Background: an optimization exercise with open tools, aiming at small area. Do not read the settings as production practice.
Function was checked by simulation only, so behaviour that the tests miss may differ from the original.
No driver is modelled on the clock port, so clock power and skew are understated where the tree is cut down; a real chip needs a root buffer or a tree.
No activity file was given, so power comes from the tool's default toggle rates.

== job 6585 ==
Design sorting_system, start of the top module:
module sorting_system(
    input wire clk,
    input wire rst_n,            
    input wire btn_manual_1,
    input wire btn_manual_2,
    input wire sensor_out,
    output wire s0, s1,
    output wire s2, s3,
    output wire led_r, led_g, led_b,
    input wire ir_sensor,
    output wire servo_pwm_1,
    output wire servo_pwm_2,
    output wire led_ir_status
);
    reg [11:0] q;
    wire wrap  = q[11] & q[9] & q[2] & q[1];       
    wire below = ~|q[11:7];                        
    wire eq146 = q[7] & q[6] & q[4] & q[2];
    always @(posedge clk) begin
        if (rst_n | wrap) q <= 12'd66;
        else              q <= q + 12'd1;
    end
    wire [1:0] color;
    color_core cc (
        .clk(clk), .rst(rst_n), .sensor_out(sensor_out), .wrap(wrap),
        .s2(s2), .s3(s3), .color(color),
        .led_r(led_r), .led_g(led_g), .led_b(led_b)
    );
    assign s0 = 1'b1;
    assign s1 = 1'b1;
    reg ir_s1, ir_s2;
    always @(posedge clk) begin
        if (rst_n) begin
            ir_s1 <= 1'b1;
            ir_s2 <= 1'b1;
        end else begin
            ir_s1 <= ir_sensor;
            ir_s2 <= ir_s1;
        end
    end
    wire ir_edge = ir_s2 & ~ir_s1;
    assign led_ir_status = ~ir_s2;
    servo #(.UW(8), .TAPS(8'd184), .S_B(129), .E_W(13708), .M_W(30707), .NXT(27533), .MH_START(22054), .H_E(11562), .M_H(32757)) sv1 (
        .clk(clk), .rst(rst_n), .btn(btn_manual_1),
        .trig(ir_edge & ~color[1] & color[0]),
  ...
Size in the first run: ~360 cells after synthesis, about 16 I/O pins.
export LEC_CHECK = 0
export CAP_MARGIN = 0
export CORE_MARGIN = 2
export CORE_UTILIZATION = 65
export SLEW_MARGIN = 0
create_clock -name core_clock -period 8.0 [get_ports {clk}]
standard.sh (not shown) runs the stock make flow with config.mk's settings and CLKGATE_MAP_FILE= SYNTH_SCRIPT=/design/flow/synth_recipe.tcl, a recipe that flattens the netlist after the stock synthesis.
==> flow/flow/run.sh <==
#!/bin/bash
# Own flow: the standard flow (standard.sh), with
#  - the combinational logic mapped for area (flow/my_synth.tcl); the registers
#    are checked to be the standard synthesis's, else the standard netlist is kept,
#  - port buffers of the smallest buffer cell,
#  - a flat clock tree of a few clock buffers (flow/cts_hook.tcl).
# Each tool's output goes to a log file of its own in this folder.
set -euo pipefail
W=$(pwd)
R=$W/orfs/results/$FLOW_PLATFORM/sorting_system/base

# 1. standard synthesis: the reference for the registers
bash standard.sh synth > $W/std_synth.log 2>&1
cp $R/1_2_yosys.v $W/std_1_2_yosys.v

# 2. the same synthesis mapped for area, in its own work home
sed -e "s#SYNTH_SCRIPT=[^ ]*#SYNTH_SCRIPT=$W/flow/my_synth.tcl#" \
    -e "s#WORK_HOME=[^ ]*#WORK_HOME=$W/orfs_area#" standard.sh > $W/area_synth.sh
if MY_ABC_SCRIPT=$W/flow/my.abc FLOW_SYNTH_TCL=$W/synth_recipe.tcl \
   bash $W/area_synth.sh synth > $W/area_synth.log 2>&1; then
  A=$W/orfs_area/results/$FLOW_PLATFORM/sorting_system/base/1_2_yosys.v
  if python3 $W/flow/regs.py $W/std_1_2_yosys.v $A > $W/regs_check.log 2>&1; then
    cp $A $R/1_2_yosys.v
    echo "using the area synthesis" >> $W/regs_check.log
  fi
fi

# 3. the rest of the standard flow
MY_CLK_GROUPS=${MY_CLK_GROUPS:-3} MY_CLK_BUF=${MY_CLK_BUF:-sky130_fd_sc_hd__buf_12} \
MY_CLK_ROOT=${MY_CLK_ROOT-} \
bash standard.sh \
  "BUFFER_PORTS_ARGS=-buffer_cell sky130_fd_sc_hd__buf_1" \
  "PRE_CTS_TCL=$W/flow/cts_hook.tcl" \
  finish > $W/finish.log 2>&1
==> flow/flow/cts_hook.tcl <==
# Sourced before CTS (PRE_CTS_TCL). Replaces clock_tree_synthesis with a small
# two-level clock tree: the flip-flops are split by position (recursive
# bisection) into MY_CLK_GROUPS groups, each driven by one MY_CLK_BUF placed at
# its centroid; a root MY_CLK_ROOT buffer (if set) drives those from the clock
# port. Every register sees the same number of buffers.
# split group g into k groups of nearly equal size, cutting along the longer side
proc my_split {g k} {
  if {$k <= 1} { return [list $g] }
  set xs [lsort -integer [lmap e $g {lindex $e 0}]]
  set ys [lsort -integer [lmap e $g {lindex $e 1}]]
  set dx [expr {[lindex $xs end] - [lindex $xs 0]}]
  set dy [expr {[lindex $ys end] - [lindex $ys 0]}]
  set s [lsort -integer -index [expr {$dx >= $dy ? 0 : 1}] $g]
  set k1 [expr {$k / 2}]
  set h [expr {([llength $s] * $k1 + $k / 2) / $k}]
  return [concat [my_split [lrange $s 0 [expr {$h - 1}]] $k1] \
                 [my_split [lrange $s $h end] [expr {$k - $k1}]]]
}
proc clock_tree_synthesis {args} {
  set block [ord::get_db_block]
  set dbu [$block getDbUnitsPerMicron]
  set sinks {}
  foreach pin [get_pins -of_objects [get_nets clk]] {
    if {[get_property $pin direction] != "input"} { continue }
    set inst [sta::sta_to_db_inst [get_cells -of_objects $pin]]
    set loc [$inst getLocation]
    lappend sinks [list [lindex $loc 0] [lindex $loc 1] $pin]
  }
  set k $::env(MY_CLK_GROUPS)
  set groups [my_split $sinks $k]
  puts "flat clock tree: [llength $sinks] sinks, [llength $groups] groups of $::env(MY_CLK_BUF), root $::env(MY_CLK_ROOT)"
  set i 0
  set leaf_in {}
  set tx 0; set ty 0
  foreach g $groups {
    set sx 0; set sy 0; set pins {}
    foreach e $g {
      set sx [expr {$sx + [lindex $e 0]}]
      set sy [expr {$sy + [lindex $e 1]}]
      lappend pins [lindex $e 2]
    }
    set m [llength $g]
    set cx [expr {double($sx) / $m / $dbu}]
    set cy [expr {double($sy) / $m / $dbu}]
    set tx [expr {$tx + $cx}]; set ty [expr {$ty + $cy}]
    insert_buffer -buffer_cell $::env(MY_CLK_BUF) -net clk -load_pins $pins \
      -location [list $cx $cy] -buffer_name clkleaf_$i -net_name clknet_leaf_$i
    incr i
  }
  if {$::env(MY_CLK_ROOT) ne ""} {
    # the clock port now drives only the leaf buffers' inputs
    set leaf_in {}
    foreach pin [get_pins -of_objects [get_nets clk]] {
      if {[get_property $pin direction] == "input"} { lappend leaf_in $pin }
    }
    insert_buffer -buffer_cell $::env(MY_CLK_ROOT) -net clk -load_pins $leaf_in \
      -location [list [expr {$tx / $i}] [expr {$ty / $i}]] -buffer_name clkroot -net_name clknet_root
  }
  set_propagated_clock [all_clocks]
}
Other scripts of this flow, unchanged in this note and not shown: flow/flow/my.abc, flow/flow/my_synth.tcl, flow/flow/regs.py
--- input diff job 6585..job 3562 ---
# job 6585
export LEC_CHECK = 0
export CAP_MARGIN = 0
export CORE_MARGIN = 2
export CORE_UTILIZATION = 65
export SLEW_MARGIN = 0
create_clock -name core_clock -period 8.0 [get_ports {clk}]
# job 3562
export LEC_CHECK = 0
export CAP_MARGIN = 20
export CORE_MARGIN = 2
export CORE_UTILIZATION = 65
export GPL_TIMING_DRIVEN = 0
export SLEW_MARGIN = 20
create_clock -name core_clock -period 8.0 [get_ports {clk}]
Notes after the runs:
Power density over cell area of job 6585 is on par with job 3562. Job 3562 falls short of job 6585 in wire length of the first global-routing pass. Going from job 6585 to job 3562, standby leakage power held; fraction of area in multi-input gates did not really move; average wire per standard cell higher.
Inputs modified between job 3562 and job 3393:
# job 3562
export LEC_CHECK = 0
export CAP_MARGIN = 20
export CORE_MARGIN = 2
export CORE_UTILIZATION = 65
export GPL_TIMING_DRIVEN = 0
export SLEW_MARGIN = 20
create_clock -name core_clock -period 8.0 [get_ports {clk}]
# job 3393
export LEC_CHECK = 0
export CAP_MARGIN = 20
export CORE_MARGIN = 2
export CORE_UTILIZATION = 65
export SLEW_MARGIN = 20
create_clock -name core_clock -period 8.0 [get_ports {clk}]
diff --git a/flow/flow/run.sh b/flow/flow/run.sh
--- a/flow/flow/run.sh
+++ b/flow/flow/run.sh
@@ -27,6 +27,6 @@
 
 # 3. the rest of the standard flow
-MY_CLK_GROUPS=${MY_CLK_GROUPS:-3} MY_CLK_BUF=${MY_CLK_BUF:-sky130_fd_sc_hd__buf_12} \
-MY_CLK_ROOT=${MY_CLK_ROOT-} \
+MY_CLK_GROUPS=${MY_CLK_GROUPS:-5} MY_CLK_BUF=${MY_CLK_BUF:-sky130_fd_sc_hd__clkbuf_8} \
+MY_CLK_ROOT=${MY_CLK_ROOT-sky130_fd_sc_hd__clkbuf_2} \
 bash standard.sh \
   "BUFFER_PORTS_ARGS=-buffer_cell sky130_fd_sc_hd__buf_1" \
### Flow results
- Job 3393 against job 3562: delay of the slowest critical-path stage shows a reduction of 0.03 ns; power consumption shows an increase of 0.013 mW; sequential power shows no meaningful change; final cell count shows an increase of about 0.7%.
- Cell count after placement: job 3562 vs job 3393 identical
- When job 3393 is set beside job 3562, its total wirelength of the detailed-routed design turns out to be about 0.6% smaller.
- Lower number of buffer and inverter stages on the critical path goes to job 3562 over job 3393.
No run of this note takes its clock network from TritonCTS; it comes from the design's own scripts or RTL.

## separate check: timing with driven ports
In the flow no input, the clock included, has a driving cell. The finished layouts below were timed again as built, in two steps.
Step 1 (the two cells are an assumption about what drives the block):
set clk [get_ports {clk}]
set_driving_cell -lib_cell sky130_fd_sc_hd__clkbuf_16 $clk
set_driving_cell -lib_cell sky130_fd_sc_hd__buf_2 [delete_from_list [all_inputs] $clk]
Step 2 adds t to the input delays and takes it off the output delays; t is the mean of the earliest and latest rising clock arrival at the registers after step 1. Input paths then give back, and output paths get back, about the clock's delay inside the block.
a / b / c = ideal ports / drivers / drivers and shift; a / b = the first two.
| run | shift t [ns] | setup slack, ns | worst data-port slew with drivers (ns) |
|---|---|---|---|
| job 6585 | 0.205 | 4.738 / 4.778 / 4.573 | 0.03 |
| job 3562 | 0.208 | 4.200 / 4.239 / 4.031 | 0.03 |
| job 3393 | 0.481 | 5.058 / 5.060 / 4.579 | 0.03 |
After both steps every run listed still meets setup and hold. The setup slack of job 3393, which loses most, moves by +0.002 ns with the drivers and by -0.479 ns with both steps.
